Context: an optimization exercise on an open-source flow, tuned for small area. The choices shown serve that exercise and are no tape-out recipe. Function was checked by simulation only, so behaviour that the tests miss may differ from the original.

$ cat flow/config.mk
export PLATFORM = sky130hd
export DESIGN_NAME = pucch
export DESIGN_NICKNAME = pucch
export VERILOG_FILES = /design/flow/design.v
export SDC_FILE = /design/flow/constraint.sdc
export NUM_CORES = 4
export LEC_CHECK = 0
export CAP_MARGIN = 20
export CORE_MARGIN = 2
export CORE_UTILIZATION = 40
export SLEW_MARGIN = 20
$ cat flow/design.v
module x1_seq_gen #(
    parameter nGenBit = 8   
) (
    input clk,
    input rst,
    input i_en,    
    input i_load,  
    output reg [nGenBit-1:0] o_seq_bit   
);
  localparam [30:0] INIT = 1;   
  localparam [30:0] PARALLEL_MASK = 35263098;   
  reg [30:0] lfsr;   
  wire [nGenBit-1:0] new_val;
  wire [30+nGenBit:0] concat_new_val_lfsr = {new_val, lfsr};
  wire [30:0] masked_val[0:nGenBit-1];
  wire [nGenBit-1:0] seq_bit;
  genvar gen_index;
  for (gen_index = 0; gen_index < nGenBit; gen_index = gen_index + 1) begin : gen_structure
    assign new_val[gen_index] = (lfsr[gen_index+3] ^ lfsr[gen_index+0]);   
    assign masked_val[gen_index] = (concat_new_val_lfsr[gen_index+30:gen_index+0] & PARALLEL_MASK);
    assign seq_bit[gen_index] = (^(masked_val[gen_index]));
  end
  wire [30:0] next_lfsr = concat_new_val_lfsr[30+nGenBit:nGenBit];
  always @(posedge clk, posedge rst) begin
    if (rst) begin
      lfsr      <= 0;
      o_seq_bit <= 0;
    end else begin
      if (i_load) begin
        lfsr <= INIT;
        o_seq_bit <= seq_bit;
      end else if (i_en) begin
        lfsr      <= next_lfsr;
        o_seq_bit <= seq_bit;
      end
    end
  end
endmodule
module x2_seq_gen #(
    parameter nGenBit = 8   
) (
    input clk,
    input rst,
    input        i_en,     
    input        i_load,   
    input [30:0] i_init,   
    output reg [nGenBit-1:0] o_seq_bit   
);
  localparam [30:0] PARALLEL_MASK = 10031374;   
  reg [30:0] lfsr;   
  wire [nGenBit-1:0] new_val;
  wire [30+nGenBit:0] concat_new_val_lfsr = {new_val, lfsr};
  wire [30:0] masked_val[0:nGenBit-1];
  wire [nGenBit-1:0] seq_bit;
  genvar gen_index;
  for (gen_index = 0; gen_index < nGenBit; gen_index = gen_index + 1) begin : gen_structure
    assign new_val[gen_index] = (lfsr[gen_index+3] ^ lfsr[gen_index+2] ^ lfsr[gen_index+1] ^ lfsr[gen_index+0]);   
    assign masked_val[gen_index] = (concat_new_val_lfsr[gen_index+30:gen_index+0] & PARALLEL_MASK);
    assign seq_bit[gen_index] = (^(masked_val[gen_index]));
  end
  wire [30:0] next_lfsr = concat_new_val_lfsr[30+nGenBit:nGenBit];
  always @(posedge clk, posedge rst) begin
    if (rst) begin
      lfsr      <= 0;
      o_seq_bit <= 0;
    end else begin
      if (i_load) begin
        lfsr <= i_init;
        o_seq_bit <= seq_bit;
      end else if (i_en) begin
        lfsr      <= next_lfsr;
        o_seq_bit <= seq_bit;
      end
    end
  end
endmodule
module c_seq_gen #(
    parameter nGenBit = 8
) (
    input clk,
    input rst,
    input        i_en,     
    input        i_load,   
    input [30:0] i_init,   
    output [nGenBit-1:0]  o_seq_bit,   
    output reg o_valid      
);
  always @(posedge clk, posedge rst) begin
    if (rst) begin
      o_valid <= 0;
    end else begin
      o_valid <= (i_en || i_load);
    end
  end
  wire [nGenBit-1:0] o_seq_bit_x1;
  x1_seq_gen #(
      .nGenBit(nGenBit)
  ) x1_seq_gen_dut (
      .clk(clk),
      .rst   (rst),
      .i_en  (i_en),
      .i_load(i_load),
      .o_seq_bit(o_seq_bit_x1)
  );
  wire [nGenBit-1:0] o_seq_bit_x2;
  x2_seq_gen #(
      .nGenBit(nGenBit)
  ) x2_seq_gen_dut (
      .clk(clk),
      .rst(rst),
      .i_en  (i_en),
      .i_load(i_load),
      .i_init(i_init),
      .o_seq_bit(o_seq_bit_x2)
  );
  assign o_seq_bit = (o_seq_bit_x1 ^ o_seq_bit_x2);
endmodule
module c_seq_gen_control #(
    parameter nGenBit = 8
) (
    input clk,
    input rst,
    input i_start,   
    input i_get,     
    input [30:0] i_init,       
    input [15:0] i_threshold,  
    output [nGenBit-1:0] o_gen_bit,    
    output               o_gen_done,
    output               o_valid
);
  reg [15:0] byte_count;
  wire gen_done = (byte_count > i_threshold);
  assign o_gen_done = (i_threshold == 0) ? 1 : (byte_count >= i_threshold);
  always @(posedge clk, posedge rst) begin
    if (rst) begin
      byte_count <= 0;
    end else begin
      if (i_start) begin
        byte_count <= 0;
      end else begin
        if (gen_done) begin
        end else begin
          byte_count <= byte_count + 1;   
        end
      end
    end
  end
  wire c_seq_gen_en = (i_get || (!gen_done));
  wire c_seq_gen_load = i_start;
  wire c_seq_gen_valid;
  c_seq_gen #(
      .nGenBit(nGenBit)
  ) c_seq_gen_dut (
      .clk(clk),
      .rst(rst),
      .i_en  (c_seq_gen_en),
      .i_load(c_seq_gen_load),
      .i_init(i_init),
      .o_seq_bit(o_gen_bit),
      .o_valid  (c_seq_gen_valid)
  );
  assign o_valid = (c_seq_gen_valid && gen_done);
endmodule
module mod_comb #(
    parameter [ 4:0] DIVIDER         = 12,
    parameter [33:0] ONE_DIV_DIVIDER = 34'h2AAAAAAAA   
) (
    input  [15:0] i_dividend,   
    output [15:0] o_result      
);
  wire [49:0] dividend_div_divider = i_dividend * ((i_dividend == 0) ? ONE_DIV_DIVIDER : ONE_DIV_DIVIDER + 1);   
  wire [12:0] rnd = dividend_div_divider[49:37];   
  wire [15:0] rnd_mul_divider = rnd * DIVIDER;   
  assign o_result = i_dividend - rnd_mul_divider;
endmodule
module bpsk_cyc #(
    parameter CYC_DIV = 24
) (
    input i_b,
    output [4:0] o_cyc_part
);
  localparam P0 = (CYC_DIV * 1 / 4) - (CYC_DIV * 1 / 8);
  localparam P1 = (CYC_DIV * 3 / 4) - (CYC_DIV * 1 / 8);
  reg [4:0] cyc_part;
  always_comb begin
    case (i_b)
      1'b0:    cyc_part = P0;
      1'b1:    cyc_part = P1;
      default: cyc_part = 0;
    endcase
  end
  assign o_cyc_part = cyc_part;
endmodule
module qpsk_cyc #(
    parameter CYC_DIV = 24  
) (
    input [1:0] i_b,   
    output [4:0] o_cyc_part  
);
  localparam P0 = (CYC_DIV * 1 / 4) - (CYC_DIV * 1 / 8);
  localparam P1 = (CYC_DIV * 2 / 4) - (CYC_DIV * 1 / 8);
  localparam P2 = (CYC_DIV * 4 / 4) - (CYC_DIV * 1 / 8);
  localparam P3 = (CYC_DIV * 3 / 4) - (CYC_DIV * 1 / 8);
  reg [4:0] cyc_part;
  always_comb begin
    case (i_b)
      2'b00:   cyc_part = P0;
      2'b01:   cyc_part = P1;
      2'b10:   cyc_part = P2;
      2'b11:   cyc_part = P3;
      default: cyc_part = 0;
    endcase
  end
  assign o_cyc_part = cyc_part;
endmodule
module pi2bpsk_cyc #(
    parameter CYC_DIV = 24
) (
    input        i_b,
    input        i_index_lsb,
    output [4:0] o_cyc_part
);
  localparam P0 = (CYC_DIV * 1 / 4) - (CYC_DIV * 1 / 8);
  localparam P1 = (CYC_DIV * 2 / 4) - (CYC_DIV * 1 / 8);
  localparam P2 = (CYC_DIV * 3 / 4) - (CYC_DIV * 1 / 8);
  localparam P3 = (CYC_DIV * 4 / 4) - (CYC_DIV * 1 / 8);
  reg [4:0] cyc_part;
  always_comb begin
    case ({
      i_b, i_index_lsb
    })
      2'b00:   cyc_part = P0;
      2'b01:   cyc_part = P1;
      2'b10:   cyc_part = P2;
      2'b11:   cyc_part = P3;
      default: cyc_part = 0;
    endcase
  end
  assign o_cyc_part = cyc_part;
endmodule
module varphi12 (
    input [4:0] i_u,   
    input [3:0] i_n,   
    output [PHI_EN_BITS-1:0] o_varphi_n   
);
  localparam PHI_EN_BITS = 02;   
  localparam PHI_EN_NUMS = 12;   
  localparam PHI_EN_NEG_3 = 2'b10;   
  localparam PHI_EN_NEG_1 = 2'b11;   
  localparam PHI_EN_POS_1 = 2'b00;   
  localparam PHI_EN_POS_3 = 2'b01;   
  wire [PHI_EN_NUMS * PHI_EN_BITS-1:0] varphi[0:29];
  assign varphi[0]  = {PHI_EN_NEG_3, PHI_EN_POS_1, PHI_EN_NEG_3, PHI_EN_NEG_3, PHI_EN_NEG_3, PHI_EN_POS_3, PHI_EN_NEG_3, PHI_EN_NEG_1, PHI_EN_POS_1, PHI_EN_POS_1, PHI_EN_POS_1, PHI_EN_NEG_3};
  assign varphi[1]  = {PHI_EN_NEG_3, PHI_EN_POS_3, PHI_EN_POS_1, PHI_EN_NEG_3, PHI_EN_POS_1, PHI_EN_POS_3, PHI_EN_NEG_1, PHI_EN_NEG_1, PHI_EN_POS_1, PHI_EN_POS_3, PHI_EN_POS_3, PHI_EN_POS_3};
  assign varphi[2]  = {PHI_EN_NEG_3, PHI_EN_POS_3, PHI_EN_POS_3, PHI_EN_POS_1, PHI_EN_NEG_3, PHI_EN_POS_3, PHI_EN_NEG_1, PHI_EN_POS_1, PHI_EN_POS_3, PHI_EN_NEG_3, PHI_EN_POS_3, PHI_EN_NEG_3};
  assign varphi[3]  = {PHI_EN_NEG_3, PHI_EN_NEG_3, PHI_EN_NEG_1, PHI_EN_POS_3, PHI_EN_POS_3, PHI_EN_POS_3, PHI_EN_NEG_3, PHI_EN_POS_3, PHI_EN_NEG_3, PHI_EN_POS_1, PHI_EN_NEG_1, PHI_EN_NEG_3};
  assign varphi[4]  = {PHI_EN_NEG_3, PHI_EN_NEG_1, PHI_EN_NEG_1, PHI_EN_POS_1, PHI_EN_POS_3, PHI_EN_POS_1, PHI_EN_POS_1, PHI_EN_NEG_1, PHI_EN_POS_1, PHI_EN_NEG_1, PHI_EN_NEG_3, PHI_EN_POS_1};
  assign varphi[5]  = {PHI_EN_NEG_3, PHI_EN_NEG_3, PHI_EN_POS_3, PHI_EN_POS_1, PHI_EN_NEG_3, PHI_EN_NEG_3, PHI_EN_NEG_3, PHI_EN_NEG_1, PHI_EN_POS_3, PHI_EN_NEG_1, PHI_EN_POS_1, PHI_EN_POS_3};
  assign varphi[6]  = {PHI_EN_POS_1, PHI_EN_NEG_1, PHI_EN_POS_3, PHI_EN_NEG_1, PHI_EN_NEG_1, PHI_EN_NEG_1, PHI_EN_NEG_3, PHI_EN_NEG_1, PHI_EN_POS_1, PHI_EN_POS_1, PHI_EN_POS_1, PHI_EN_NEG_3};
  assign varphi[7]  = {PHI_EN_NEG_1, PHI_EN_NEG_3, PHI_EN_POS_3, PHI_EN_NEG_1, PHI_EN_NEG_3, PHI_EN_NEG_3, PHI_EN_NEG_3, PHI_EN_NEG_1, PHI_EN_POS_1, PHI_EN_NEG_1, PHI_EN_POS_1, PHI_EN_NEG_3};
  assign varphi[8]  = {PHI_EN_NEG_3, PHI_EN_NEG_1, PHI_EN_POS_3, PHI_EN_POS_1, PHI_EN_NEG_3, PHI_EN_NEG_1, PHI_EN_NEG_3, PHI_EN_POS_3, PHI_EN_POS_1, PHI_EN_POS_3, PHI_EN_POS_3, PHI_EN_POS_1};
  assign varphi[9]  = {PHI_EN_NEG_3, PHI_EN_NEG_1, PHI_EN_NEG_1, PHI_EN_NEG_3, PHI_EN_NEG_3, PHI_EN_NEG_1, PHI_EN_NEG_3, PHI_EN_POS_3, PHI_EN_POS_1, PHI_EN_POS_3, PHI_EN_NEG_1, PHI_EN_NEG_3};
  assign varphi[10] = {PHI_EN_NEG_3, PHI_EN_POS_3, PHI_EN_NEG_3, PHI_EN_POS_3, PHI_EN_POS_3, PHI_EN_NEG_3, PHI_EN_NEG_1, PHI_EN_NEG_1, PHI_EN_POS_3, PHI_EN_POS_3, PHI_EN_POS_1, PHI_EN_NEG_3};
  assign varphi[11] = {PHI_EN_NEG_3, PHI_EN_NEG_1, PHI_EN_NEG_3, PHI_EN_NEG_1, PHI_EN_NEG_1, PHI_EN_NEG_3, PHI_EN_POS_3, PHI_EN_POS_3, PHI_EN_NEG_1, PHI_EN_NEG_1, PHI_EN_POS_1, PHI_EN_NEG_3};
  assign varphi[12] = {PHI_EN_NEG_3, PHI_EN_NEG_1, PHI_EN_POS_3, PHI_EN_NEG_3, PHI_EN_NEG_3, PHI_EN_NEG_1, PHI_EN_NEG_3, PHI_EN_POS_1, PHI_EN_NEG_1, PHI_EN_NEG_3, PHI_EN_POS_3, PHI_EN_POS_3};
  assign varphi[13] = {PHI_EN_NEG_3, PHI_EN_POS_1, PHI_EN_NEG_1, PHI_EN_NEG_1, PHI_EN_POS_3, PHI_EN_POS_3, PHI_EN_NEG_3, PHI_EN_NEG_1, PHI_EN_NEG_1, PHI_EN_NEG_3, PHI_EN_NEG_1, PHI_EN_NEG_3};
  assign varphi[14] = {PHI_EN_POS_1, PHI_EN_POS_3, PHI_EN_NEG_3, PHI_EN_POS_1, PHI_EN_POS_3, PHI_EN_POS_3, PHI_EN_POS_3, PHI_EN_POS_1, PHI_EN_NEG_1, PHI_EN_POS_1, PHI_EN_NEG_1, PHI_EN_POS_3};
  assign varphi[15] = {PHI_EN_NEG_3, PHI_EN_POS_1, PHI_EN_POS_3, PHI_EN_NEG_1, PHI_EN_NEG_1, PHI_EN_NEG_3, PHI_EN_NEG_3, PHI_EN_NEG_1, PHI_EN_NEG_1, PHI_EN_POS_3, PHI_EN_POS_1, PHI_EN_NEG_3};
  assign varphi[16] = {PHI_EN_NEG_1, PHI_EN_NEG_1, PHI_EN_NEG_1, PHI_EN_NEG_1, PHI_EN_POS_1, PHI_EN_NEG_3, PHI_EN_NEG_1, PHI_EN_POS_3, PHI_EN_POS_3, PHI_EN_NEG_1, PHI_EN_NEG_3, PHI_EN_POS_1};
  assign varphi[17] = {PHI_EN_NEG_1, PHI_EN_POS_1, PHI_EN_POS_1, PHI_EN_NEG_1, PHI_EN_POS_1, PHI_EN_POS_3, PHI_EN_POS_3, PHI_EN_NEG_1, PHI_EN_NEG_1, PHI_EN_NEG_3, PHI_EN_POS_1, PHI_EN_NEG_3};
  assign varphi[18] = {PHI_EN_NEG_3, PHI_EN_POS_1, PHI_EN_POS_3, PHI_EN_POS_3, PHI_EN_NEG_1, PHI_EN_NEG_1, PHI_EN_NEG_3, PHI_EN_POS_3, PHI_EN_POS_3, PHI_EN_NEG_3, PHI_EN_POS_3, PHI_EN_NEG_3};
  assign varphi[19] = {PHI_EN_NEG_3, PHI_EN_NEG_3, PHI_EN_POS_3, PHI_EN_NEG_3, PHI_EN_NEG_1, PHI_EN_POS_3, PHI_EN_POS_3, PHI_EN_POS_3, PHI_EN_NEG_1, PHI_EN_NEG_3, PHI_EN_POS_1, PHI_EN_NEG_3};
  assign varphi[20] = {PHI_EN_POS_3, PHI_EN_POS_1, PHI_EN_POS_3, PHI_EN_POS_1, PHI_EN_POS_3, PHI_EN_NEG_3, PHI_EN_NEG_1, PHI_EN_POS_1, PHI_EN_POS_3, PHI_EN_POS_1, PHI_EN_NEG_1, PHI_EN_NEG_3};
  assign varphi[21] = {PHI_EN_NEG_3, PHI_EN_POS_3, PHI_EN_POS_1, PHI_EN_POS_3, PHI_EN_NEG_3, PHI_EN_POS_1, PHI_EN_POS_1, PHI_EN_POS_1, PHI_EN_POS_1, PHI_EN_POS_3, PHI_EN_NEG_3, PHI_EN_POS_3};
  assign varphi[22] = {PHI_EN_NEG_3, PHI_EN_POS_3, PHI_EN_POS_3, PHI_EN_POS_3, PHI_EN_NEG_1, PHI_EN_NEG_3, PHI_EN_NEG_3, PHI_EN_NEG_1, PHI_EN_NEG_3, PHI_EN_POS_1, PHI_EN_POS_3, PHI_EN_NEG_3};
  assign varphi[23] = {PHI_EN_POS_3, PHI_EN_NEG_1, PHI_EN_NEG_3, PHI_EN_POS_3, PHI_EN_NEG_3, PHI_EN_NEG_1, PHI_EN_POS_3, PHI_EN_POS_3, PHI_EN_POS_3, PHI_EN_NEG_3, PHI_EN_NEG_1, PHI_EN_NEG_3};
  assign varphi[24] = {PHI_EN_NEG_3, PHI_EN_NEG_1, PHI_EN_POS_1, PHI_EN_NEG_3, PHI_EN_POS_1, PHI_EN_POS_3, PHI_EN_POS_3, PHI_EN_POS_3, PHI_EN_NEG_1, PHI_EN_NEG_3, PHI_EN_POS_3, PHI_EN_POS_3};
  assign varphi[25] = {PHI_EN_NEG_3, PHI_EN_POS_3, PHI_EN_POS_1, PHI_EN_NEG_1, PHI_EN_POS_3, PHI_EN_POS_3, PHI_EN_NEG_3, PHI_EN_POS_1, PHI_EN_NEG_1, PHI_EN_POS_1, PHI_EN_NEG_1, PHI_EN_POS_1};
  assign varphi[26] = {PHI_EN_NEG_1, PHI_EN_POS_1, PHI_EN_POS_3, PHI_EN_NEG_3, PHI_EN_POS_1, PHI_EN_NEG_1, PHI_EN_POS_1, PHI_EN_NEG_1, PHI_EN_NEG_1, PHI_EN_NEG_3, PHI_EN_POS_1, PHI_EN_NEG_1};
  assign varphi[27] = {PHI_EN_NEG_3, PHI_EN_NEG_3, PHI_EN_POS_3, PHI_EN_POS_3, PHI_EN_POS_3, PHI_EN_NEG_3, PHI_EN_NEG_1, PHI_EN_POS_1, PHI_EN_NEG_3, PHI_EN_POS_3, PHI_EN_POS_1, PHI_EN_NEG_3};
  assign varphi[28] = {PHI_EN_POS_1, PHI_EN_NEG_1, PHI_EN_POS_3, PHI_EN_POS_1, PHI_EN_POS_1, PHI_EN_NEG_1, PHI_EN_NEG_1, PHI_EN_NEG_1, PHI_EN_POS_1, PHI_EN_POS_3, PHI_EN_NEG_3, PHI_EN_POS_1};
  assign varphi[29] = {PHI_EN_NEG_3, PHI_EN_POS_3, PHI_EN_NEG_3, PHI_EN_POS_3, PHI_EN_NEG_3, PHI_EN_NEG_3, PHI_EN_POS_3, PHI_EN_NEG_1, PHI_EN_NEG_1, PHI_EN_POS_1, PHI_EN_POS_3, PHI_EN_NEG_3};
  wire [PHI_EN_NUMS*PHI_EN_BITS-1:0] varphi_shift = varphi[i_u] << {i_n, {(PHI_EN_BITS - 1) {1'b0}}};   
  assign o_varphi_n = varphi_shift[PHI_EN_NUMS*PHI_EN_BITS-1:(PHI_EN_NUMS-1)*PHI_EN_BITS];
endmodule
module cyc_24_base_seq (
    input [4:0] i_u,   
    input [3:0] i_n,   
    output [15:0] o_cyc_part_24
);
  localparam PHI_EN_BITS = 02;   
  localparam PHI_EN_NUMS = 12;   
  localparam PHI_EN_NEG_3 = 2'b10;   
  localparam PHI_EN_NEG_1 = 2'b11;   
  localparam PHI_EN_POS_1 = 2'b00;   
  localparam PHI_EN_POS_3 = 2'b01;   
  wire [PHI_EN_BITS-1:0] varphi_n;
  varphi12 varphi12_dut (
      .i_u(i_u),
      .i_n(i_n),
      .o_varphi_n(varphi_n)
  );
  reg signed [15:0] cyc_part_24;
  always_comb begin
    case (varphi_n)
      PHI_EN_NEG_3: cyc_part_24 = +(24 - 9);
      PHI_EN_NEG_1: cyc_part_24 = +(24 - 3);
      PHI_EN_POS_1: cyc_part_24 = +3;
      PHI_EN_POS_3: cyc_part_24 = +9;
      default: cyc_part_24 = 0;
    endcase
  end
  assign o_cyc_part_24 = cyc_part_24;
endmodule
module cyc_24 (
    input [4:0] i_point_index,   
    output signed [15:0] o_point_re,   
    output signed [15:0] o_point_im    
);
  wire signed [15:0] point_im[0:23];
  wire signed [15:0] point_re[0:23];
  assign point_re[0]  = 'b0111111111111111;
  assign point_re[1]  = 'b0111101110100011;
  assign point_re[2]  = 'b0110111011011010;
  assign point_re[3]  = 'b0101101010000010;
  assign point_re[4]  = 'b0100000000000000;
  assign point_re[5]  = 'b0010000100100001;
  assign point_re[6]  = 'b0000000000000000;
  assign point_re[7]  = 'b1101111011011111;
  assign point_re[8]  = 'b1100000000000000;
  assign point_re[9]  = 'b1010010101111110;
  assign point_re[10] = 'b1001000100100110;
  assign point_re[11] = 'b1000010001011101;
  assign point_re[12] = 'b1000000000000000;
  assign point_re[13] = 'b1000010001011101;
  assign point_re[14] = 'b1001000100100110;
  assign point_re[15] = 'b1010010101111110;
  assign point_re[16] = 'b1100000000000000;
  assign point_re[17] = 'b1101111011011111;
  assign point_re[18] = 'b0000000000000000;
  assign point_re[19] = 'b0010000100100001;
  assign point_re[20] = 'b0100000000000000;
  assign point_re[21] = 'b0101101010000010;
  assign point_re[22] = 'b0110111011011010;
  assign point_re[23] = 'b0111101110100011;
  assign point_im[0]  = 'b0000000000000000;
  assign point_im[1]  = 'b0010000100100001;
  assign point_im[2]  = 'b0100000000000000;
  assign point_im[3]  = 'b0101101010000010;
  assign point_im[4]  = 'b0110111011011010;
  assign point_im[5]  = 'b0111101110100011;
  assign point_im[6]  = 'b0111111111111111;
  assign point_im[7]  = 'b0111101110100011;
  assign point_im[8]  = 'b0110111011011010;
  assign point_im[9]  = 'b0101101010000010;
  assign point_im[10] = 'b0100000000000000;
  assign point_im[11] = 'b0010000100100001;
  assign point_im[12] = 'b0000000000000000;
  assign point_im[13] = 'b1101111011011111;
  assign point_im[14] = 'b1100000000000000;
  assign point_im[15] = 'b1010010101111110;
  assign point_im[16] = 'b1001000100100110;
  assign point_im[17] = 'b1000010001011101;
  assign point_im[18] = 'b1000000000000000;
  assign point_im[19] = 'b1000010001011101;
  assign point_im[20] = 'b1001000100100110;
  assign point_im[21] = 'b1010010101111110;
  assign point_im[22] = 'b1100000000000000;
  assign point_im[23] = 'b1101111011011111;
  assign o_point_re   = point_re[i_point_index];
  assign o_point_im   = point_im[i_point_index];
endmodule
module cyc_24_pucch1_spread (
    input clk,
    input rst,
    input i_start,
    input i_next,
    input [2:0] i_nSF,
    input [2:0] i_occi,
    output     [4:0] o_wi_phi,
    output           o_done,
    output reg       o_valid,
    output reg       o_is_supported
);
  reg [2:0] m;
  reg [4:0] wi_phi;
  reg [5:0] next_wi_phi;
  reg [3:0] amplifier;
  wire done = (m >= i_nSF - 1);
  wire [2:0] nSF_4_LUT[0:3];   
  assign nSF_4_LUT[0] = 3'b000;
  assign nSF_4_LUT[1] = 3'b101;
  assign nSF_4_LUT[2] = 3'b110;
  assign nSF_4_LUT[3] = 3'b011;
  wire [2:0] nSF_4_phi_arr = nSF_4_LUT[i_occi[1:0]];
  wire [3:0] nSF_4_phi = nSF_4_phi_arr[m[1:0]] ? 12 : 0;
  always_comb begin
    if (i_nSF == 4) begin
      next_wi_phi = nSF_4_phi;
    end else begin
      next_wi_phi = wi_phi + i_occi * amplifier;
      if (next_wi_phi >= 24) next_wi_phi = next_wi_phi - 24;
    end
  end
  always_comb begin
    o_is_supported = 1;
    case (i_nSF)
      1: amplifier = 0;
      2: amplifier = 12;
      3: amplifier = 8;
      4: amplifier = 6;
      6: amplifier = 4;
      default: begin
        amplifier = 0;
        o_is_supported = 0;
      end
    endcase
  end
  always @(posedge clk, posedge rst) begin
    if (rst) begin
      m       <= 0;
      o_valid <= 0;
      wi_phi  <= 0;
    end else begin
      if (i_start) begin
        m       <= 0;
        o_valid <= 1;
        wi_phi  <= 0;
      end else if (i_next) begin
        if (!done) begin
          m       <= m + 1;
          o_valid <= 1;
          wi_phi  <= next_wi_phi;
        end else begin
          o_valid <= 0;
        end
      end else begin
        o_valid <= 0;
      end
    end
  end
  assign o_wi_phi = wi_phi;
  assign o_done   = done;
endmodule
module scrambler (
    input clk,
    input rst,
    input i_start,
    input i_uciCW,
    input i_uciCW_valid,
    output           o_scramble_start,   
    output reg       o_scramble_get,
    input      [7:0] i_scramble_byte,
    input            i_scramble_valid,
    output reg o_scrambled_bit,
    output reg o_scrambled_bit_valid,
    output     [1:0] o_scrambled_2bit,
    output reg       o_scrambled_2bit_valid,
    output     o_valid,   
    output reg o_done
);
  reg [2:0] count;
  localparam MAX_COUNT = 8;
  wire done_count = (count >= MAX_COUNT - 1);
  reg uciCW;
  reg [2:0] scramble_bit_index;
  reg uciCW_valid_d;
  wire i_scramble_bit = i_scramble_byte[scramble_bit_index];
  wire scrambled_uciCW = (uciCW ^ i_scramble_bit);
  reg [1:0] scrambled_uciCW_buff;
  always @(posedge clk, posedge rst) begin
    if (rst) begin
      uciCW                <= 0;
      o_done               <= 0;
      count                <= 0;
      o_scramble_get       <= 0;
      scramble_bit_index   <= 0;
    end else begin
      if (i_start) begin
        uciCW                <= 0;
        o_done               <= 0;
        count                <= 0;
        o_scramble_get       <= 0;
        scramble_bit_index   <= 0;
      end else begin
        if (i_uciCW_valid) begin
          uciCW              <= i_uciCW;
          scramble_bit_index <= count;
          o_scramble_get     <= done_count;
          count              <= count + 1;
          if (done_count) count <= 0;
        end
      end
    end
  end
  wire [7:0] scramble_byte = i_scramble_byte;
  always @(posedge clk, posedge rst) begin
    if (rst) begin
      scrambled_uciCW_buff   <= 0;
      o_scrambled_2bit_valid <= 0;
      o_scrambled_bit        <= 0;
      uciCW_valid_d          <= 0;
      o_scrambled_bit_valid  <= 0;
    end else begin
      scrambled_uciCW_buff   <= {scrambled_uciCW, scrambled_uciCW_buff[1]};
      o_scrambled_2bit_valid <= (scramble_bit_index[0] && uciCW_valid_d);   
      o_scrambled_bit        <= scrambled_uciCW;
      uciCW_valid_d          <= i_uciCW_valid;
      o_scrambled_bit_valid  <= uciCW_valid_d;
    end
  end
  assign o_scrambled_2bit = scrambled_uciCW_buff;
  assign o_scramble_start = i_start;
  assign o_valid = 1'b0;
endmodule
module pucch #(
    parameter UNKNOWN = 16   
) (
    input clk,
    input rst,
    input [2:0] i_pucch_format,   
    input i_start,
    input [3:0] i_symStart,   
    input [3:0] i_nPUCCHSym,  
    input [1:0] i_ack,     
    input [1:0] i_lenACK,  
    input i_sr,     
    input i_lenSR,  
    input [3:0] i_m0,      
    input [7:0] i_nslot,   
    input [9:0] i_nid,     
    input [UNKNOWN-1:0] i_occi,
    input [       15:0] i_rnti,          
    input               i_uciCW,         
    input               i_uciCW_valid,   
    input [        2:0] i_sf,            
    input [UNKNOWN-1:0] i_nIRB,          
    input [4:0] i_Mrb,           
    input       i_pi2bpsk_qpsk,  
    output [4*16-1:0] o_pucch_re,   
    output [4*16-1:0] o_pucch_im,   
    output reg        o_valid,      
    output            o_done        
);
  localparam [3:0] nSlotSymb = 14;   
  localparam [3:0] nRBSC = 12;   
  localparam [3:0] nRE = 8;   
  reg        index_odd;
  reg        spread_start;
  reg        spread_next;
  reg        alpha_start;
  reg        alpha_get;
  wire       alpha_valid;
  wire       scrambler_start;
  wire       scrambler_get;
  wire       scrambler_scrambed_bit;
  wire       scrambler_scrambed_bit_valid;
  wire [1:0] scrambler_scrambed_2bit;
  wire       scrambler_scrambed_2bit_valid;
  wire       scrambler_valid;
  wire       scrambler_done;
  reg  [15:0] c_seq_gen_threshold;   
  reg         c_seq_gen_start;   
  reg         c_seq_gen_get;   
  reg  [30:0] c_seq_gen_cinit;
  wire [ 7:0] c_seq_gen_byte;
  wire        c_seq_gen_valid;
  wire        c_seq_gen_done;
  reg [UNKNOWN-1:0] nIRB;   
  always_comb begin : sel_nIRB
    case (i_pucch_format)
      0, 1:    nIRB = 0;   
      2, 3, 4: nIRB = i_nIRB;
      default: nIRB = 0;
    endcase
  end
  wire mint = 5 * nIRB;
  reg [4:0] Mrb;
  always_comb begin : sel_Mrb
    case (i_pucch_format)
      0, 1:    Mrb = 1;   
      2, 3:    Mrb = i_Mrb;   
      4:       Mrb = 1;
      default: Mrb = 0;
    endcase
  end
  reg [4:0] wn_index;
  reg [2:0] nRepeat;
  always_comb begin : sel_nRepeat
    case (sf)
      2:       nRepeat = 4;
      4:       nRepeat = 2;
      default: nRepeat = 0;
    endcase
  end
  reg [7:0] Msc;   
  always_comb begin : sel_Msc
    case (i_pucch_format)
      0, 1:    Msc = Mrb * nRBSC;
      2, 3, 4: Msc = Mrb * nRE;
      default: Msc = 0;
    endcase
  end
  wire [3:0] symStart = i_symStart;
  wire [3:0] nPUCCHSym = i_nPUCCHSym;
  wire [2:0] nSF = nPUCCHSym[3:1];   
  wire [1:0] ack = i_ack;
  wire [1:0] lenACK = i_lenACK;
  wire       sr = i_sr;
  wire       lenSR = i_lenSR;
  wire [3:0] m0 = i_m0;
  reg  [3:0] mcs;
  always_comb begin : sel_mcs
    case (i_pucch_format)
      0:          mcs = F0_csTable(ack, lenACK, sr, lenSR);
      1, 2, 3, 4: mcs = 0;
      default:    mcs = 0;
    endcase
  end
  wire [7:0] nslot = i_nslot;
  wire [9:0] nid = i_nid;
  wire [UNKNOWN-1:0] occi = i_occi;
  wire [15:0] rnti = i_rnti;
  wire [1:0] uciCW = i_uciCW;
  wire [2:0] sf = i_sf;
  wire [UNKNOWN-1:0] n0 = i_occi;
  localparam v = 0;   
  wire [15:0] u;   
  localparam DIVIDER_30 = 30;
  localparam ONE_DIV_DIVIDER_30 = 34'h111111111;
  mod_comb #(
      .DIVIDER        (DIVIDER_30),
      .ONE_DIV_DIVIDER(ONE_DIV_DIVIDER_30)
  ) mod_comb_30 (
      .i_dividend({6'd0, nid}),
      .o_result  (u)
  );
  wire       pucch_empty_seq = ((lenACK == 0) && ((lenSR == 0) || (sr == 0)));
  reg  [1:0] uciIn;
  reg  [1:0] lenUCI;
  always_comb begin : sel_UCI
    uciIn  = 0;
    lenUCI = 0;
    if (!pucch_empty_seq) begin
      if (lenACK == 0) begin   
        uciIn  = 0;
        lenUCI = 1;
      end else begin   
        uciIn  = ack;
        lenUCI = lenACK;
      end
    end
  end
  localparam CYC_DIV = 24;
  reg       b_bpsk;   
  reg       b_pi2bpsk;   
  reg       pi2bpsk_lsb;   
  reg [1:0] b_qpsk;   
  always_comb begin : sel_modulation_input
    b_bpsk      = 0;
    b_pi2bpsk   = 0;
    pi2bpsk_lsb = 0;
    b_qpsk      = 0;
    case (i_pucch_format)
      1: begin
        b_bpsk = uciIn[0];
        b_qpsk = {uciIn[1], uciIn[0]};
      end
      2: begin
        b_qpsk = scrambler_scrambed_2bit;
      end
      3, 4: begin
        pi2bpsk_lsb = index_odd;
        if (i_pi2bpsk_qpsk) b_pi2bpsk = scrambler_scrambed_bit;
        else b_qpsk = scrambler_scrambed_2bit;
      end
      default: begin
      end
    endcase
  end
  wire [4:0] d_bpsk;   
  bpsk_cyc #(
      .CYC_DIV(CYC_DIV)
  ) bpsk_cyc_24 (
      .i_b       (b_bpsk),
      .o_cyc_part(d_bpsk)
  );
  wire [4:0] d_qpsk;   
  qpsk_cyc #(
      .CYC_DIV(CYC_DIV)
  ) qpsk_cyc_24 (
      .i_b       (b_qpsk),
      .o_cyc_part(d_qpsk)
  );
  wire [4:0] d_pi2bpsk;   
  pi2bpsk_cyc #(
      .CYC_DIV(CYC_DIV)
  ) pi2bpsk_cyc_dut (
      .i_b        (b_pi2bpsk),
      .i_index_lsb(pi2bpsk_lsb),
      .o_cyc_part (d_pi2bpsk)
  );
  reg [4:0] cyc_24_modulation;   
  always_comb begin : sel_modulation_output
    cyc_24_modulation = 0;
    case (i_pucch_format)
      1: begin
        case (lenUCI)
          1: cyc_24_modulation = d_bpsk;
          2: cyc_24_modulation = d_qpsk;
          default: cyc_24_modulation = 0;
        endcase
      end
      2: begin
        cyc_24_modulation = d_qpsk;
      end
      3, 4: begin
        if (i_pi2bpsk_qpsk) begin
          cyc_24_modulation = d_pi2bpsk;
        end else begin
          cyc_24_modulation = d_qpsk;
        end
      end
      default: begin
      end
    endcase
  end
  localparam sIDLE = 0;   
  localparam sSTART_ALPHA = 1;   
  localparam sNEXT_ALPHA = 2;   
  localparam sGEN_SEQUENCE = 3;   
  localparam sGEN_F2 = 10;   
  localparam sDONE = 15;
  reg [3:0] cstate, nstate;
  reg [15:0] alpha_index;   
  reg [15:0] get_alpha;   
  reg [15:0] seq_index;   
  reg done_next_alpha;
  reg done_gen_sequence;
  wire seq_tail = (seq_index == nRBSC - 1);
  always_comb begin
    case (i_pucch_format)
      0: begin
        done_next_alpha   = (alpha_index >= symStart);
        done_gen_sequence = (get_alpha >= nPUCCHSym);
      end
      1: begin
        done_next_alpha   = (alpha_index >= symStart) && (alpha_index[0] != symStart[0]);
        done_gen_sequence = (get_alpha >= nSF);
      end
      default: begin
        done_next_alpha   = 0;
        done_gen_sequence = 0;
      end
    endcase
  end
  always @(posedge clk, posedge rst) begin : fsm_seq
    if (rst) begin
      cstate      <= sIDLE;
      alpha_index <= 0;
      get_alpha   <= 0;
      seq_index   <= 0;
      index_odd   <= 0;
    end else begin
      cstate <= nstate;
      case (cstate)
        sIDLE: begin
          if (i_start) index_odd <= 0;
        end
        sSTART_ALPHA: begin
          alpha_index <= 0;
          get_alpha   <= 0;
        end
        sNEXT_ALPHA: begin
          if (alpha_valid) begin
            alpha_index <= alpha_index + 1;
            seq_index   <= 0;
            if (done_next_alpha) get_alpha <= get_alpha + 1;
          end
        end
        sGEN_SEQUENCE: begin
          seq_index <= seq_index + 1;
        end
        sGEN_F2: begin
          case (i_pucch_format)
            3, 4: begin
              if (i_start) begin
                index_odd <= 0;
              end else if (i_pi2bpsk_qpsk) begin
                if (scrambler_scrambed_bit_valid) index_odd <= !index_odd;
              end else begin
                if (scrambler_scrambed_2bit_valid) index_odd <= !index_odd;
              end
            end
            default: begin
            end
          endcase
        end
        sDONE: begin
        end
        default: begin
          cstate <= sIDLE;   
        end
      endcase
    end
  end
  always_comb begin : fsm_comb
    nstate       = cstate;
    alpha_start  = 0;
    alpha_get    = 0;
    spread_start = 0;
    spread_next  = seq_tail;
    case (cstate)
      sIDLE: begin
        if (i_start) begin
          case (i_pucch_format)
            0, 1: nstate = (pucch_empty_seq ? sDONE : sSTART_ALPHA);
            2, 3, 4: nstate = sGEN_F2;
            default: nstate = cstate;
          endcase
        end
      end
      sSTART_ALPHA: begin
        nstate = sNEXT_ALPHA;
        alpha_start = 1;
        spread_start = 1;
      end
      sNEXT_ALPHA: begin
        alpha_get = 1;
        if (alpha_valid) begin
          if (done_next_alpha) begin
            nstate = sGEN_SEQUENCE;
            alpha_get = 0;
          end
        end
      end
      sGEN_SEQUENCE: begin
        if (seq_index >= nRBSC - 1) begin
          nstate = done_gen_sequence ? sDONE : sNEXT_ALPHA;
        end
      end
      sGEN_F2: begin
        if (i_start) begin
          case (i_pucch_format)
            0, 1: nstate = (pucch_empty_seq ? sDONE : sSTART_ALPHA);
            2, 3, 4: nstate = sGEN_F2;
            default: nstate = sIDLE;
          endcase
        end
      end
      sDONE: begin
        nstate = sIDLE;
      end
      default: begin
      end
    endcase
  end
  assign o_done = (cstate == sDONE);
  always_comb begin
    o_valid = 0;
    case (i_pucch_format)
      0, 1: begin
        o_valid = (cstate == sGEN_SEQUENCE);
      end
      2: begin
        o_valid = scrambler_scrambed_2bit_valid;
      end
      3, 4: begin
        o_valid = i_pi2bpsk_qpsk ? scrambler_scrambed_bit_valid : scrambler_scrambed_2bit_valid;
      end
      default: begin
      end
    endcase
  end
  wire [4:0] spread_wi_phi_cyc_24;
  wire spread_done;
  wire spread_valid;
  wire spread_is_supported;
  cyc_24_pucch1_spread cyc_24_spread_dut (
      .clk(clk),
      .rst(rst),
      .i_start(spread_start),
      .i_next (spread_next),
      .i_nSF  (nSF),
      .i_occi (occi),
      .o_wi_phi      (spread_wi_phi_cyc_24),
      .o_done        (spread_done),
      .o_valid       (spread_valid),
      .o_is_supported(spread_is_supported)
  );
  wire [7:0] scrambler_byte = c_seq_gen_byte;
  scrambler scrambler_dut (
      .clk(clk),
      .rst(rst),
      .i_start(i_start),
      .i_uciCW(i_uciCW),
      .i_uciCW_valid(i_uciCW_valid),
      .o_scramble_start(scrambler_start),
      .o_scramble_get  (scrambler_get),
      .i_scramble_byte (scrambler_byte),
      .i_scramble_valid(scrambler_valid),
      .o_scrambled_bit      (scrambler_scrambed_bit),
      .o_scrambled_bit_valid(scrambler_scrambed_bit_valid),
      .o_scrambled_2bit      (scrambler_scrambed_2bit),
      .o_scrambled_2bit_valid(scrambler_scrambed_2bit_valid),
      .o_valid(scrambler_valid),
      .o_done (scrambler_done)
  );
  always_comb begin
    case (i_pucch_format)
      0, 1: begin
        c_seq_gen_cinit     = {21'b0, nid};
        c_seq_gen_threshold = nSlotSymb * nslot;
        c_seq_gen_start     = alpha_start;
        c_seq_gen_get       = alpha_get;
      end
      2, 3, 4: begin
        c_seq_gen_cinit     = {rnti, 5'd0, nid};
        c_seq_gen_threshold = 0;
        c_seq_gen_start     = scrambler_start;
        c_seq_gen_get       = scrambler_get;
      end
      default: begin
        c_seq_gen_cinit     = 0;
        c_seq_gen_threshold = 0;
        c_seq_gen_start     = 0;
        c_seq_gen_get       = 0;
      end
    endcase
  end
  c_seq_gen_control #(
      .nGenBit(8)
  ) c_seq_gen_control_dut (
      .clk(clk),
      .rst(rst),
      .i_start    (c_seq_gen_start),
      .i_get      (c_seq_gen_get),
      .i_init     (c_seq_gen_cinit),
      .i_threshold(c_seq_gen_threshold),
      .o_gen_bit (c_seq_gen_byte),
      .o_valid   (c_seq_gen_valid),
      .o_gen_done(c_seq_gen_done)
  );
  wire        alpha_can_get = c_seq_gen_done;
  assign      alpha_valid = c_seq_gen_valid;
  wire [ 7:0] ncs = c_seq_gen_byte;
  wire [15:0] sum_params = (m0 + mcs + mint + ncs);
  wire [15:0] alpha_cyc_12;   
  wire [15:0] alpha_cyc_24 = (alpha_cyc_12 << 1);
  localparam DIVIDER_12 = 12;
  localparam ONE_DIV_DIVIDER_12 = 34'h2AAAAAAAA;
  mod_comb #(
      .DIVIDER        (DIVIDER_12),
      .ONE_DIV_DIVIDER(ONE_DIV_DIVIDER_12)
  ) mod_comb_12 (
      .i_dividend(sum_params),
      .o_result  (alpha_cyc_12)
  );
  wire [ 4:0] base_seq_u = u;
  wire [ 3:0] base_seq_n = seq_index;
  wire [15:0] base_seq_cyc_24;
  cyc_24_base_seq cyc_24_base_seq_dut (
      .i_u(base_seq_u),
      .i_n(base_seq_n),
      .o_cyc_part_24(base_seq_cyc_24)
  );
  wire [15:0] lowPAPRS_cyc_24 = (alpha_cyc_24 * base_seq_n) + base_seq_cyc_24;
  reg [4*16-1:0] point_cyc_24_no_mod_24;
  always_comb begin : sel_cyc_24_input
    point_cyc_24_no_mod_24 = 0;
    case (i_pucch_format)
      0: point_cyc_24_no_mod_24[15:0] = lowPAPRS_cyc_24;   
      1: begin
        if (spread_is_supported) point_cyc_24_no_mod_24[15:0] = spread_wi_phi_cyc_24 + cyc_24_modulation + lowPAPRS_cyc_24;
        else point_cyc_24_no_mod_24[15:0] = 0;
      end
      2, 3, 4: begin
        point_cyc_24_no_mod_24[15:0]  = cyc_24_modulation + spread_wn_cyc_24[0];
        point_cyc_24_no_mod_24[31:16] = cyc_24_modulation + spread_wn_cyc_24[1];
        point_cyc_24_no_mod_24[47:32] = cyc_24_modulation + spread_wn_cyc_24[2];
        point_cyc_24_no_mod_24[63:48] = cyc_24_modulation + spread_wn_cyc_24[3];
      end
      default: begin
        point_cyc_24_no_mod_24 = 0;
      end
    endcase
  end
  reg [5*4-1:0] spread_wn_i_cyc_24;
  wire [4:0] spread_wn_cyc_24[0:3];
  always_comb begin
    case (i_pucch_format)
      2:       spread_wn_i_cyc_24 = F2_orthogonal(sf, n0[1:0], nIRB[1:0]);
      3, 4:    spread_wn_i_cyc_24 = F34_blockWiseSpreading(sf, occi[2:0]);
      default: spread_wn_i_cyc_24 = 0;
    endcase
  end
  genvar wn_i_index;
  for (wn_i_index = 0; wn_i_index < 4; wn_i_index = wn_i_index + 1) begin : gen_parallel_pucch_234
    assign spread_wn_cyc_24[wn_i_index] = spread_wn_i_cyc_24[(wn_i_index+1)*5-1:wn_i_index*5];
    localparam DIVIDER_24 = 24;
    localparam ONE_DIV_DIVIDER_24 = 34'h155555555;
    wire        [15:0] point_cyc_24;
    wire signed [15:0] point_re;
    wire signed [15:0] point_im;
    mod_comb #(
        .DIVIDER        (DIVIDER_24),
        .ONE_DIV_DIVIDER(ONE_DIV_DIVIDER_24)
    ) mod_comb_24 (
        .i_dividend(point_cyc_24_no_mod_24[wn_i_index*16+:16]),
        .o_result  (point_cyc_24)
    );
    cyc_24 cyc_24_dut (
        .i_point_index(point_cyc_24[4:0]),
        .o_point_re(point_re),
        .o_point_im(point_im)
    );
    assign o_pucch_re[wn_i_index*16+:16] = point_re;
    assign o_pucch_im[wn_i_index*16+:16] = point_im;
  end   
  function [3:0] F0_csTable;
    input [1:0] ack;
    input [1:0] lenACK;
    input sr;
    input lenSR;
    begin
      if (lenACK == 0) begin   
        F0_csTable = 0;
      end else if ((lenSR == 0) || (sr == 0)) begin
        if (lenACK == 1) begin   
          case (ack[0])
            0: F0_csTable = 0;
            1: F0_csTable = 6;
            default: F0_csTable = 4'd0;
          endcase
        end else begin   
          case ({
            ack[0], ack[1]
          })
            0: F0_csTable = 0;
            1: F0_csTable = 3;
            2: F0_csTable = 9;
            3: F0_csTable = 6;
            default: F0_csTable = 4'd0;
          endcase
        end
      end else begin
        if (lenACK == 1) begin   
          case (ack[0])
            0: F0_csTable = 3;
            1: F0_csTable = 9;
            default: F0_csTable = 4'd0;
          endcase
        end else begin   
          case ({
            ack[0], ack[1]
          })
            0: F0_csTable = 1;
            1: F0_csTable = 4;
            2: F0_csTable = 10;
            3: F0_csTable = 7;
            default: F0_csTable = 4'd0;
          endcase
        end
      end
    end
  endfunction
  function [5*4-1:0] F2_orthogonal;
    input [2:0] sf;   
    input [1:0] n0;   
    input [1:0] nIRB;   
    reg [1:0] n;
    begin
      n = (n0 + nIRB);
      if (sf == 2) n = {1'b0, n[0]};   
      case (sf)
        0:       F2_orthogonal = {5'd0, 5'd0, 5'd0, 5'd00};   
        2: begin
          case (n)
            0: F2_orthogonal = {5'd0, 5'd0, 5'd00, 5'd00};
            1: F2_orthogonal = {5'd0, 5'd0, 5'd12, 5'd00};
            default: F2_orthogonal = 20'd0;
          endcase
        end
        4: begin
          case (n)
            0:       F2_orthogonal = {5'd00, 5'd00, 5'd00, 5'd00};
            1:       F2_orthogonal = {5'd12, 5'd00, 5'd12, 5'd00};
            2:       F2_orthogonal = {5'd12, 5'd12, 5'd00, 5'd00};
            3:       F2_orthogonal = {5'd00, 5'd12, 5'd12, 5'd00};
            default: F2_orthogonal = 20'd0;
          endcase
        end
        default: F2_orthogonal = 20'd0;
      endcase
    end
  endfunction
  function [5*4-1:0] F34_blockWiseSpreading;
    input [2:0] sf;
    input [2:0] occi;
    begin
      case (sf)
        0: F34_blockWiseSpreading = {5'd0, 5'd0, 5'd0, 5'd0};   
        1: F34_blockWiseSpreading = {5'd0, 5'd0, 5'd0, 5'd0};   
        2: begin
          case (occi)
            0: F34_blockWiseSpreading = {5'd0, 5'd0, 5'd0, 5'd0};
            1: F34_blockWiseSpreading = {5'd0, 5'd0, 5'd12, 5'd0};
            default: F34_blockWiseSpreading = 20'd0;
          endcase
        end
        4: begin
          case (occi)
            0: F34_blockWiseSpreading = {5'd00, 5'd00, 5'd00, 5'd00};
            1: F34_blockWiseSpreading = {5'd06, 5'd12, 5'd18, 5'd00};
            2: F34_blockWiseSpreading = {5'd12, 5'd00, 5'd12, 5'd00};
            3: F34_blockWiseSpreading = {5'd18, 5'd12, 5'd06, 5'd0};
            default: F34_blockWiseSpreading = 20'd0;
          endcase
        end
        default: F34_blockWiseSpreading = 20'd0;
      endcase
    end
  endfunction
endmodule
$ cat flow/constraint.sdc
create_clock -name core_clock -period 45.0 [get_ports {clk}]
set_input_delay 9.0000 -clock core_clock [delete_from_list [all_inputs] [get_ports {clk}]]
set_output_delay 9.0000 -clock core_clock [all_outputs]
set_load 0.01 [all_outputs]
$ cat flow/run.sh
#!/bin/bash
# synth_recipe.tcl (not shown) runs the flow's synth.tcl, then flattens the netlist and writes it again
# the make line also repeats each setting of config.mk as NAME=value (left out here)
make -C /OpenROAD-flow-scripts/flow DESIGN_CONFIG=/design/flow/config.mk WORK_HOME=/design/flow/orfs CLKGATE_MAP_FILE= SYNTH_SCRIPT=/design/flow/synth_recipe.tcl finish
==> run summary <==
# TYPE chip_impl_metric gauge
chip_impl_info{name="holdCritStartpoint",value="scrambler_dut.uciCW_valid_d"} 1
chip_impl_metric{name="crit_path_max_incr_delay",unit="ns"} 0.73
chip_impl_info{name="final_common_cell",value="inv_1"} 1
chip_impl_metric{name="cp.arrival",unit="ns"} 32.99
chip_impl_metric{name="hold_path_depth",unit=""} 0
chip_impl_metric{name="yosysUniqueCellTypes",unit=""} 112
chip_impl_metric{name="routed-wl-met3",unit="um"} 3220
chip_impl_metric{name="met2RoutedLength",unit="um"} 33600
chip_impl_metric{name="fraction_of_final_layout_cells_with_drive_strength_greater_than_1",unit="%"} 4.76
chip_impl_metric{name="synthArstFlopShare",unit="%"} 100
chip_impl_info{name="synth_top_flop_cell",value="dfrtp_1"} 1
chip_impl_metric{name="wl",unit="um"} 72400
chip_impl_metric{name="port_buffers",unit=""} 198
chip_impl_metric{name="initial_utilization",unit="%"} 40.4
chip_impl_metric{name="grt_antenna_before_repair",unit=""} 4
chip_impl_metric{name="floorplan.rows",unit=""} 98
chip_impl_info{name="routed.top_layer",value="met5"} 1
chip_impl_metric{name="total_via_count_after_detailed_routing",unit=""} 24400
chip_impl_metric{name="gp_congestion",unit=""} 0.870
chip_impl_metric{name="ys.warnings.count",unit=""} 14
chip_impl_metric{name="required",unit="ns"} 36.00
chip_impl_info{name="end_kind",value="output pin"} 1
chip_impl_metric{name="ios",unit=""} 231
chip_impl_metric{name="setup_violations",unit=""} 0
chip_impl_metric{name="synth.cell_area",unit="um^2"} 29000
chip_impl_metric{name="die_w",unit="um"} 273
chip_impl_metric{name="routed_wire_length_per_instance",unit="um"} 16.0
chip_impl_metric{name="post_drt_via_cell_ratio",unit=""} 5.38
chip_impl_metric{name="syn_to_final_growth",unit="%"} 10.7
chip_impl_metric{name="synth_area_per_cell",unit="um^2"} 8.25
chip_impl_metric{name="first_pass_iters",unit=""} 8
chip_impl_metric{name="synth.ff_latch_count",unit=""} 168
chip_impl_metric{name="post_synth_inst_count",unit=""} 3508
chip_impl_metric{name="number_of_nets_in_the_final_layout",unit=""} 4275
chip_impl_metric{name="fin_tns_setup",unit="ns"} 0
chip_impl_metric{name="clock_tree.buffer_depth",unit=""} 2
chip_impl_info{name="layout_common_cells",value="inv_1 (428), ha_1 (420), nand2_1 (352)"} 1
chip_impl_metric{name="ant_nets",unit=""} 0
chip_impl_info{name="critPathLaunchType",value="input pin"} 1
chip_impl_metric{name="preCtsSetupSlack",unit="ns"} 2.99
chip_impl_metric{name="tritoncts_sinks",unit=""} 168
chip_impl_metric{name="final.setup.worst_slack",unit="ns"} 3.01
chip_impl_metric{name="synth-seq-area-share",unit="%"} 14.5
chip_impl_metric{name="maximum_clock_skew_at_final_layout",unit="ns"} 0.0119
chip_impl_metric{name="timing.final.crit_period",unit="ns"} 41.99
chip_impl_metric{name="worst-slew-pin-transition",unit="ns"} 1.07
chip_impl_info{name="rsz0062_at_grt",value="false"} 1
chip_impl_metric{name="rr_worst_depth",unit=""} 16
chip_impl_metric{name="hold_violations",unit=""} 0
chip_impl_metric{name="route.layer.met1.wl",unit="um"} 34200
chip_impl_metric{name="worst-path-stages",unit=""} 89
chip_impl_metric{name="clk_pin_slew",unit="ns"} 0.07
chip_impl_metric{name="detailedRoute.firstIterationViolations",unit=""} 1726
chip_impl_info{name="holdPathEnd",value="scrambler_dut.o_scrambled_bit_valid"} 1
chip_impl_info{name="timing.rr.start",value="c_seq_gen_control_dut.byte_count[2]"} 1
chip_impl_info{name="root_buffer",value="clkbuf_16"} 1
chip_impl_metric{name="synth_compound_area_share",unit="%"} 17.1
chip_impl_info{name="synth_largest_area_cell",value="ha_1"} 1
chip_impl_info{name="cp_top_family",value="adder cells"} 1
chip_impl_info{name="startpoint",value="i_pucch_format[0]"} 1
chip_impl_metric{name="worstSkewPairLatency",unit="ns"} 0.44
chip_impl_metric{name="drc_errors",unit=""} 0
chip_impl_metric{name="pin_count_of_the_biggest_net_entering_global_routing",unit=""} 95
chip_impl_metric{name="fin_crit_sh",unit="%"} 93.3
chip_impl_metric{name="drv.max_cap_violation_count",unit=""} 0
chip_impl_metric{name="synthAdderAreaFrac",unit="%"} 31.7
chip_impl_info{name="synth_top_family_by_area",value="adder cells"} 1
chip_impl_metric{name="timing.critical_path.buf_inv",unit=""} 12
chip_impl_metric{name="dp_hpwl",unit="um"} 56700
chip_impl_info{name="run_status",value="complete, no violations"} 1
chip_impl_info{name="crit_path_top_delay_cell",value="clkdlybuf4s50_1"} 1
chip_impl_metric{name="cts_hold_repair.buffers",unit=""} 0
chip_impl_info{name="worstHoldPathType",value="register to register"} 1
chip_impl_info{name="synthTopCellsByArea",value="ha_1 (18%), dfrtp_1 (15%), fa_1 (13%)"} 1
chip_impl_metric{name="via_count_of_the_first_global_routing_pass",unit=""} 23600
chip_impl_metric{name="post-cts-setup-buffer-count",unit=""} 0
chip_impl_metric{name="timing.critical_path.fanout_max",unit=""} 15
chip_impl_metric{name="core",unit="um^2"} 71600
chip_impl_info{name="timing_worst_setup_path_type",value="input pin to output pin"} 1
chip_impl_metric{name="grt-ovfl-total",unit=""} 0
chip_impl_metric{name="groute.usage.overall",unit="%"} 19.3
chip_impl_metric{name="reg2reg_slack",unit="ns"} 40.63
chip_impl_metric{name="slew_violations",unit=""} 0
chip_impl_metric{name="fmax",unit="MHz"} 23.8
chip_impl_metric{name="post_synthesis_xor_xnor_area_fraction",unit="%"} 9.20
chip_impl_metric{name="post_synth_mux_area_share",unit="%"} 2.33
chip_impl_metric{name="die_h",unit="um"} 273
chip_impl_info{name="path_common_cell",value="fa_1"} 1
chip_impl_metric{name="cts_buffers",unit=""} 17
chip_impl_metric{name="whs",unit="ns"} 0.366
chip_impl_metric{name="htreeDepth",unit=""} 4
chip_impl_metric{name="design.die.area",unit="um^2"} 74600
chip_impl_metric{name="wire_length_of_the_first_global_routing_pass",unit="um"} 120000
chip_impl_info{name="tritoncts",value="done"} 1
chip_impl_metric{name="synth_enable_flop_cells",unit=""} 0
chip_impl_metric{name="synth_largest_type_area_fraction",unit="%"} 18.1
chip_impl_metric{name="synthSimpleGateAreaFrac",unit="%"} 15.9
chip_impl_metric{name="ctsResizeCount",unit=""} 0
chip_impl_metric{name="maxSlewHeadroom",unit="%"} 28.2
==> how the worst max path moves through the flow <==
stage / end / slack (ns)
after CTS: o_pucch_im[12] / 2.93
after global placement: o_pucch_im[12] / 3.09
after floorplan: o_pucch_re[10] / 6.86
final: o_pucch_im[12] / 3.01
after global routing: o_pucch_im[12] / 1.10
after detailed placement: o_pucch_im[12] / 2.99
==> flip-flops by register name, summed over array words and instances, names as in the netlist, 3 cells and up <==
| name | cells |
|---|---|
| c_seq_gen_control_dut.c_seq_gen_dut.x1_seq_gen_dut.lfsr | 31 |
| c_seq_gen_control_dut.c_seq_gen_dut.x2_seq_gen_dut.lfsr | 31 |
| alpha_index | 16 |
| c_seq_gen_control_dut.byte_count | 16 |
| get_alpha | 16 |
| seq_index | 16 |
| c_seq_gen_control_dut.c_seq_gen_dut.x1_seq_gen_dut.o_seq_bit | 8 |
| c_seq_gen_control_dut.c_seq_gen_dut.x2_seq_gen_dut.o_seq_bit | 8 |
| cstate | 4 |
| cyc_24_spread_dut.wi_phi | 4 |
| cyc_24_spread_dut.m | 3 |
| scrambler_dut.count | 3 |
| scrambler_dut.scramble_bit_index | 3 |
==> worst register-to-register path: cells and delay by family (launching register included) <==
family / cells / cell delay, ns
compound gates: 9 / 1.73
buf+inv: 4 / 1.13
flops: 1 / 0.55
fa+ha+maj: 1 / 0.32
simple gates: 1 / 0.13
mux: 1 / 0.41
==> cells in the mapped netlist (all sizes together), types with 27 or more instances <==
cell type	instances
and2	38
nand2	353
nand3	86
nor3	66
xnor2	217
mux2i	27
nor2b	29
a21oi	162
and3	29
o21ai	169
clkbuf	132
mux2	34
ha	420
a21o	57
buf	82
xor2	70
dfrtp	168
nor2	227
fa	195
a211oi	27
inv	431
o22ai	74
==> cells by family (layout without fill, tap and decap cells) <==
logic type / after synthesis / count (layout)
fa+ha+maj: 617 / 617
buf+inv: 652 / 698
compound gates: 743 / 743
xor+xnor: 289 / 289
flops: 168 / 168
mux: 62 / 62
other cells: 2 / 22
simple gates: 975 / 975
==> layer usage <==
metal / GRT usage (%) / up-vias
li1: - / 12100
met1: 27.3 / 11600
met5: 0 / -
met4: 4.21 / 6
met2: 31.9 / 560
met3: 1.94 / 91
==> per-stage QoR <==
stage	cell area (um^2)	std cells	utilization [%]
after floorplan	29000	3526	-
after global placement	31500	4489	43.9
after detailed placement	31500	4489	43.9
after CTS	32000	4521	44.7
after global routing	32000	4523	44.8
final	32000	4524	44.8
==> cell type report <==
class	count	area [um^2]
antenna	2	5.00
tap	950	1190
inverter	438	1650
clock buffer	19	443
multi-input combinational	2706	22200
clock inverter	13	121
fill	7213	39600
sequential	168	4200
timing repair buffer	228	2230

re-timing with driven ports:
No port has a modelled driver above. Below, the same layout with a new extraction and two added sets of constraints.
Step 1 sets driving cells, clkbuf_16 on the clock port and buf_2 on the other inputs (assumed; they add their load-dependent delay and slew).
Step 2 moves the port delays by t, midway between the first and last clock arrival at a register: inputs arrive t later, outputs are due t later. That takes back most of the time a late clock gives input paths.
a / b / c = no drivers / after step 1 / after step 2; a / b = the first two.
t, ns: 0.482
setup slack, ns: 3.006 / 2.927 / 2.927
hold WS [ns]: 0.366 / 0.366 / 0.366
After both steps this run still meets setup and hold. For this run, drivers alone change the setup slack by -0.079 ns; drivers and shift together by -0.079 ns.
